Context: an optimization exercise on an open-source flow, tuned for small area and few clock cycles. The choices shown serve that exercise and are no tape-out recipe.
Function was checked by simulation only, so behaviour that the tests miss may differ from the original.
Power figures rest on the tool's default switching activity, not on a simulated workload.

$ cat flow/config.mk
export PLATFORM = sky130hd
export DESIGN_NAME = drawing_engine
export DESIGN_NICKNAME = drawing_engine
export VERILOG_FILES = /design/flow/design.v
export SDC_FILE = /design/flow/constraint.sdc
export NUM_CORES = 4
export LEC_CHECK = 0
export CAP_MARGIN = 20
export CORE_MARGIN = 2
export CORE_UTILIZATION = 40
export PLACE_DENSITY = 0.6
export SLEW_MARGIN = 20
$ cat flow/constraint.sdc
create_clock -name core_clock -period 7.0 [get_ports {clk}]
set_input_delay 1.4000 -clock core_clock [delete_from_list [all_inputs] [get_ports {clk}]]
set_output_delay 1.4000 -clock core_clock [all_outputs]
set_load 0.01 [all_outputs]
$ cat flow/design.v
module drawing_engine (input  wire        clk,
                       input  wire        rst,
                       input  wire        req,
                       input  wire  [1:0] cmd,
                       output wire        ack,
                       output wire        busy,
                       input  wire [15:0] r0,
                       input  wire [15:0] r1,
                       input  wire [15:0] r2,
                       input  wire [15:0] r3,
                       input  wire [15:0] r4,
                       input  wire [15:0] r5,
                       input  wire [15:0] r6,
                       input  wire [15:0] r7,
                       output wire        de_req,
                       input  wire        de_ack,
                       output wire [17:0] de_addr,
                       output wire  [3:0] de_nbyte,
                       output wire [31:0] de_data);
localparam S_IDLE  = 3'd0,
           S_LINE  = 3'd1,
           S_RINI1 = 3'd2,
           S_RINI2 = 3'd3,
           S_RECT  = 3'd4,
           S_CLEAR = 3'd5;
reg  [2:0]  st;
reg  [19:0] p;
reg  [11:0] e;
reg  [9:0]  n;
reg  [3:0]  m;
wire s_idle  = (st == S_IDLE);
wire s_line  = (st == S_LINE);
wire s_rini1 = (st == S_RINI1);
wire s_rini2 = (st == S_RINI2);
wire s_rect  = (st == S_RECT);
wire s_clear = (st == S_CLEAR);
wire  [9:0] l_d   = r1[9:0];
wire  [9:0] l_a   = r0[9:0] - r1[9:0];
wire [11:0] l_t   = e - {1'b0, l_d, 1'b0};
wire        l_pos = ~l_t[11];
wire [11:0] l_en  = l_pos ? l_t : e + {1'b0, l_a, 1'b0};
wire [10:0] l_s   = l_pos ? r2[10:0] : r3[10:0];
wire        l_end = (n == 10'd0);
wire  [2:0] l_lo  = {1'b0, l_s[1:0]} + {1'b0, p[1:0]};
wire        l_same = ~l_end & (l_lo[2] ? (&l_s[10:2]) : ~(|l_s[10:2]));
wire  [3:0] l_bit = 4'b0001 << p[1:0];
wire  [7:0] r_w   = r2[15:8];
wire  [7:0] r_h   = r2[7:0];
wire  [7:0] r_nw1 = (r_w + {6'd0, r0[1:0]} - 8'd1) >> 2;   
wire  [1:0] r_xe  = r0[1:0] + r_w[1:0] - 2'd1;             
wire  [7:0] r_row1 = e[7:0] + 8'd1;
wire        r_lastrow = (r_row1 == r_h);
wire        r_lastw = (n[6:0] == 7'd0);
wire        r_dir   = m[0];
wire        r_first = m[1];
wire        r_left  = r_dir ? r_lastw : r_first;
wire        r_right = r_dir ? r_first : r_lastw;
wire  [3:0] r_lmask = 4'b1111 << r0[1:0];
wire  [3:0] r_rmask = 4'b1111 >> (2'd3 - r_xe);
wire  [3:0] r_mask  = (r_left ? r_lmask : 4'b1111) & (r_right ? r_rmask : 4'b1111);
wire  [2:0] r_py  = r1[2:0] + e[2:0];
reg  [15:0] r_pr;
always @(*)
  case (r_py[2:1])
    2'd0: r_pr = r4;
    2'd1: r_pr = r5;
    2'd2: r_pr = r6;
    default: r_pr = r7;
  endcase
wire  [7:0] r_rowb = r_py[0] ? r_pr[15:8] : r_pr[7:0];
wire  [3:0] r_pat  = p[2] ? r_rowb[3:0] : r_rowb[7:4];
wire        c_last = (p[19:2] == 18'd76799);
reg  [19:0] addb;
always @(*)
  if (s_line)       addb = {{9{l_s[10]}}, l_s};
  else if (s_rini1) addb = {2'b00, r1[8:0], 9'd0};
  else if (s_rini2) addb = {10'd0, r0[9:7], 7'd0};
  else if (s_rect)  addb = r_lastw ? 20'd640 : (r_dir ? 20'hffffc : 20'd4);
  else              addb = 20'd4;
wire [19:0] psum = p + addb;
wire fin = s_line  ? l_end
         : s_rect  ? (r_lastw & r_lastrow)
         : c_last;
assign busy    = ~s_idle;
assign ack     = (de_ack & fin & (s_line | s_rect | s_clear)) |
                 (s_rini2 & (r_w == 8'd0));
assign de_req  = ~de_ack & ((s_line & ~l_same) | s_rect | s_clear);
assign de_addr = p[19:2];
assign de_nbyte = s_line ? ~(m | l_bit) : s_rect ? ~r_mask : 4'b0000;
wire  [7:0] col = s_line ? r6[7:0] : r0[7:0];
wire  [7:0] c0  = s_rect ? r3[15:8] : col;
wire  [7:0] c1  = s_rect ? r3[7:0]  : col;
assign de_data = {r_pat[0] ? c1 : c0, r_pat[1] ? c1 : c0,
                  r_pat[2] ? c1 : c0, r_pat[3] ? c1 : c0};
always @(posedge clk)
  if (rst)
    st <= S_IDLE;
  else
    case (st)
      S_IDLE:
        if (req)
          case (cmd)
            2'd0: begin
                  st <= S_LINE;
                  p  <= {r5[3:0], r4};
                  e  <= {2'b00, r0[9:0]};
                  n  <= r0[9:0];
                  m  <= 4'b0000;
                  end
            2'd1: begin
                  st <= S_RINI1;
                  p  <= {4'd0, r1[8:0], r0[6:2], 2'b00};
                  end
            2'd2: begin
                  st <= S_CLEAR;
                  p  <= 20'd0;
                  end
            default: ;
          endcase
      S_LINE:
        if (de_ack | l_same) begin
          if (de_ack & l_end)
            st <= S_IDLE;
          else begin
            p <= psum;
            e <= l_en;
            n <= n - 10'd1;
            m <= de_ack ? 4'b0000 : (m | l_bit);
          end
        end
      S_RINI1: begin
        st <= S_RINI2;
        p  <= psum;
        end
      S_RINI2: begin
        st <= (r_w == 8'd0) ? S_IDLE : S_RECT;
        p  <= psum;
        e  <= 12'd0;
        n  <= {2'b00, r_nw1};
        m  <= 4'b0010;
        end
      S_RECT:
        if (de_ack) begin
          if (fin)
            st <= S_IDLE;
          else begin
            p <= psum;
            if (r_lastw) begin
              e <= {4'd0, r_row1};
              n <= {2'b00, r_nw1};
              m <= {2'b01, ~r_dir};
            end else begin
              n <= n - 10'd1;
              m <= {2'b00, r_dir};
            end
          end
        end
      S_CLEAR:
        if (de_ack) begin
          if (c_last)
            st <= S_IDLE;
          else
            p <= psum;
        end
      default: st <= S_IDLE;
    endcase
endmodule
$ cat flow/run.sh
#!/bin/bash
# synth_recipe.tcl (not shown) runs the flow's synth.tcl, then flattens the netlist and writes it again
# the make line also repeats each setting of config.mk as NAME=value (left out here)
make -C /OpenROAD-flow-scripts/flow DESIGN_CONFIG=/design/flow/config.mk WORK_HOME=/design/flow/orfs CLKGATE_MAP_FILE= SYNTH_SCRIPT=/design/flow/synth_recipe.tcl finish
==> metrics.md <==
| Metric | Value |
|---|---|
| Run status | `complete, no violations` |
| Iteration-0 DRC Markers | `505` |
| Tmin final | `6.79 ns` |
| Highest Signal Layer | `met4` |
| Average size of a mapped cell | `8.19 sq um` |
| H-tree Lvls | `2` |
| Vias per cell | `5.79` |
| DR pass1 iterations | `5` |
| Max clock buf depth | `2` |
| Final critical-path share of the clock period | `0.970` |
| Syn Std Cell Area | `0.00733 sq mm` |
| Initial antenna violation count | `0` |
| Setup ws final | `0.209 ns` |
| Finished Layout Cells | `1284` |
| Final wirelength | `26600 um` |
| CTS Buf Count | `5` |
| Element type at the critical path start | `primary input` |
| Antenna Cells | `0` |
| # DRC | `0` |
| Netlist cell types | `80` |
| Synthesized flop and latch total | `49` |
| DR WL met3 | `2110 um` |
| Tot Pwr | `0.00197 W` |
| ANT nets after route | `0` |
| Commonest non-fill, non-tap cell in the layout | `clkdlybuf4s50_1` |
| Clock Sinks | `49` |
| Setup violators final | `0` |
| CTS root buf | `clkbuf_16` |
| Final TNS setup | `0 ns` |
| Synth Flop Type | `edfxtp_1` |
| Max-cap violations | `0` |
| Starting Density | `0.408` |
| RSZ-0062 raised after global routing | `false` |
| Row count | `49` |
| Peak supply drop | `0.000115 V` |
| DP Cell Count | `1276` |
| Synthesized Nets | `1103` |
| All-Layer GR Usage | `0.269` |
| First-pass GRT wire length | `40600 um` |
| Warnings from Yosys | `1` |
| Max_slew headroom | `0.281` |
| Largest net degree at the start of global routing | `30` |
| Hold_buf cts | `0` |
| Most frequent cells in the layout | `clkdlybuf4s50_1 (178), a21oi_1 (90), nand2_1 (90)` |
| Power per cell area | `207 mW/mm^2` |
| WL met2 | `12200 um` |
| Synth async-reset ratio | `0` |
| Nets | `1261` |
| Die width | `139 um` |
| Worst skew pair latency | `0.31 ns` |
| Vias | `7433` |
| Hpwl dp | `21800 um` |
| Area growth syn-to-layout | `30.1%` |
| Worst Tran Pin Value | `1.08 ns` |
| I/O Buffers | `178` |
| # IOs | `191` |
| Crit Path Class | `in2out` |
| Hold Fails Final Rpt | `0` |
| Gpl congestion | `0.925` |
| Fillers | `1764` |
| Worst Path Max Fanout | `3` |
| Post-synthesis sequential area ratio | `0.197` |
| EDFF count, synth | `46` |
| Die area | `0.0194 sq mm` |
| Worst EP required | `5.60 ns` |
| Core area | `0.0180 sq mm` |
| Fmax | `147 MHz` |
| CP endpoint kind | `output pin` |
| Slew Viols, Final | `0` |
| Layout cell share with drive strength beyond 1 | `0.0682` |
| CTS tree | `built` |
| Clk slew on worst S/H paths | `0.08 ns` |
| GRT overflow | `0` |
| Worst EP arrival | `5.39 ns` |
| Post-layout util | `0.531` |
| Drt wl/cell | `20.7 um` |
| Leak | `3.87 nW` |
| DP Worst Slack | `0.231 ns` |
| Mapped Cells | `896` |
| Clock skew | `0.0132 ns` |
| Overall die height | `139 um` |
| Wl on met1 | `11500 um` |
| Number of global-route vias before repair | `7131` |
| Worst hold path class | `reg2reg` |
[stage by stage]
| stage | hold WS (ns) | area (sq um) |
|---|---|---|
| 2_1_floorplan | 0.521 | 7330 |
| 3_3_place_gp | 0.539 | 9360 |
| 3_5_place_dp | 0.545 | 9360 |
| 4_1_cts | 0.568 | 9530 |
| 5_1_grt | 0.586 | 9540 |
| 6_report | 0.568 | 9540 |
[registers in the layout, summed over array words and instances, names as in the netlist]
name and cells:
e 12, m 4, p 20, n 10
st 3
[synth_stat cells (13+ instances only)]
cell type / instances / share of area
a221oi_1: 13 / 0.016
nor3_1: 13 / 0.0089
a21oi_1: 91 / 0.062
nor2_1: 61 / 0.031
inv_1: 60 / 0.031
nand2_1: 90 / 0.046
ha_1: 67 / 0.11
xnor2_1: 37 / 0.044
edfxtp_1: 46 / 0.19
xor2_1: 26 / 0.031
clkbuf_1: 24 / 0.012
buf_4: 19 / 0.019
o21ai_0: 61 / 0.042
nand3_1: 21 / 0.014
mux2i_1: 58 / 0.079
[report_power, final]
part | switching (W) | leakage, nW | internal [W] | total (W)
combinational | 0.000636 | 3.33 | 0.000624 | 0.00126
clock | 0.000129 | 0.0848 | 0.000172 | 0.000301
sequential | 0.0000432 | 0.455 | 0.000370 | 0.000413
[layer usage]
layer | vias up | global-route usage
met1 | 3456 | 0.360
met5 | - | 0
met4 | 0 | 0.0797
met3 | 47 | 0.0475
met2 | 316 | 0.445
li1 | 3614 | -
[final timing paths]
kind	start	to	slack, ns	cells after the start
worst max-delay path	r1[0]	de_req	0.21	16
worst min-delay path	m[3]	m[3]	0.57	2
worst max register to register	e[1]	p[16]	1.60	22
worst min register to register	m[3]	m[3]	0.57	2
[kinds of logic after synthesis]
kind of cell | synth area share
simple gates | 0.153
fa+ha+maj | 0.131
xor+xnor | 0.0812
mux | 0.115
buf+inv | 0.0773
flops | 0.197
compound gates | 0.246
[worst max-delay path, cell delays in order]
cell and delay (ns):
clkdlybuf4s50_1 0.54, ha_1 0.20, inv_1 0.06, fa_1 0.44
a211oi_2 0.24, o21ai_1 0.14, a31oi_4 0.25, mux2i_4 0.32
mux2i_1 0.21, inv_1 0.08, ha_1 0.27, nand2_1 0.05
o21bai_1 0.18, mux2i_2 0.31, o21bai_1 0.15, clkdlybuf4s50_1 0.55
[area by class of cell]
type                    count  area [sq um]  share of cell area
repair buffers            206          2050               0.215
clock buffers               5           125              0.0131
multi-input cells         731          5340               0.560
well taps                 229           287              0.0300
flip-flops and latches     49          1440               0.151
clock inverters             3          47.5             0.00498
inverters                  61           243              0.0254
[timing repair]
action                                  CTS  global route
setup buffers                             0             0
endpoints found under the setup margin    0             1
gates resized for setup                   0             1
Testbench counts, summed over its fixed seeds: cycles 78,983.

==> static timing again, ports no longer ideal <==
In the flow no input, the clock included, has a driving cell. The finished layout below was timed again as built, in two steps.
Step 1 (the two cells are an assumption about what drives the block):
set clk [get_ports {clk}]
set_driving_cell -lib_cell sky130_fd_sc_hd__clkbuf_16 $clk
set_driving_cell -lib_cell sky130_fd_sc_hd__buf_2 [delete_from_list [all_inputs] $clk]
Step 2 also shifts input and output timing later by t, the mid clock arrival at the registers, as if the neighbouring blocks saw the same clock.
Slacks: ideal ports / drivers / drivers and shift; pairs: ideal ports / drivers.
shift t [ns]: 0.342
setup WS [ns]: 0.209 / 0.185 / 0.185
worst register clock-pin slew, ns: 0.08 / 0.08
After both steps this run still meets setup and hold. For this run, drivers alone change the setup slack by -0.024 ns; drivers and shift together by -0.024 ns.
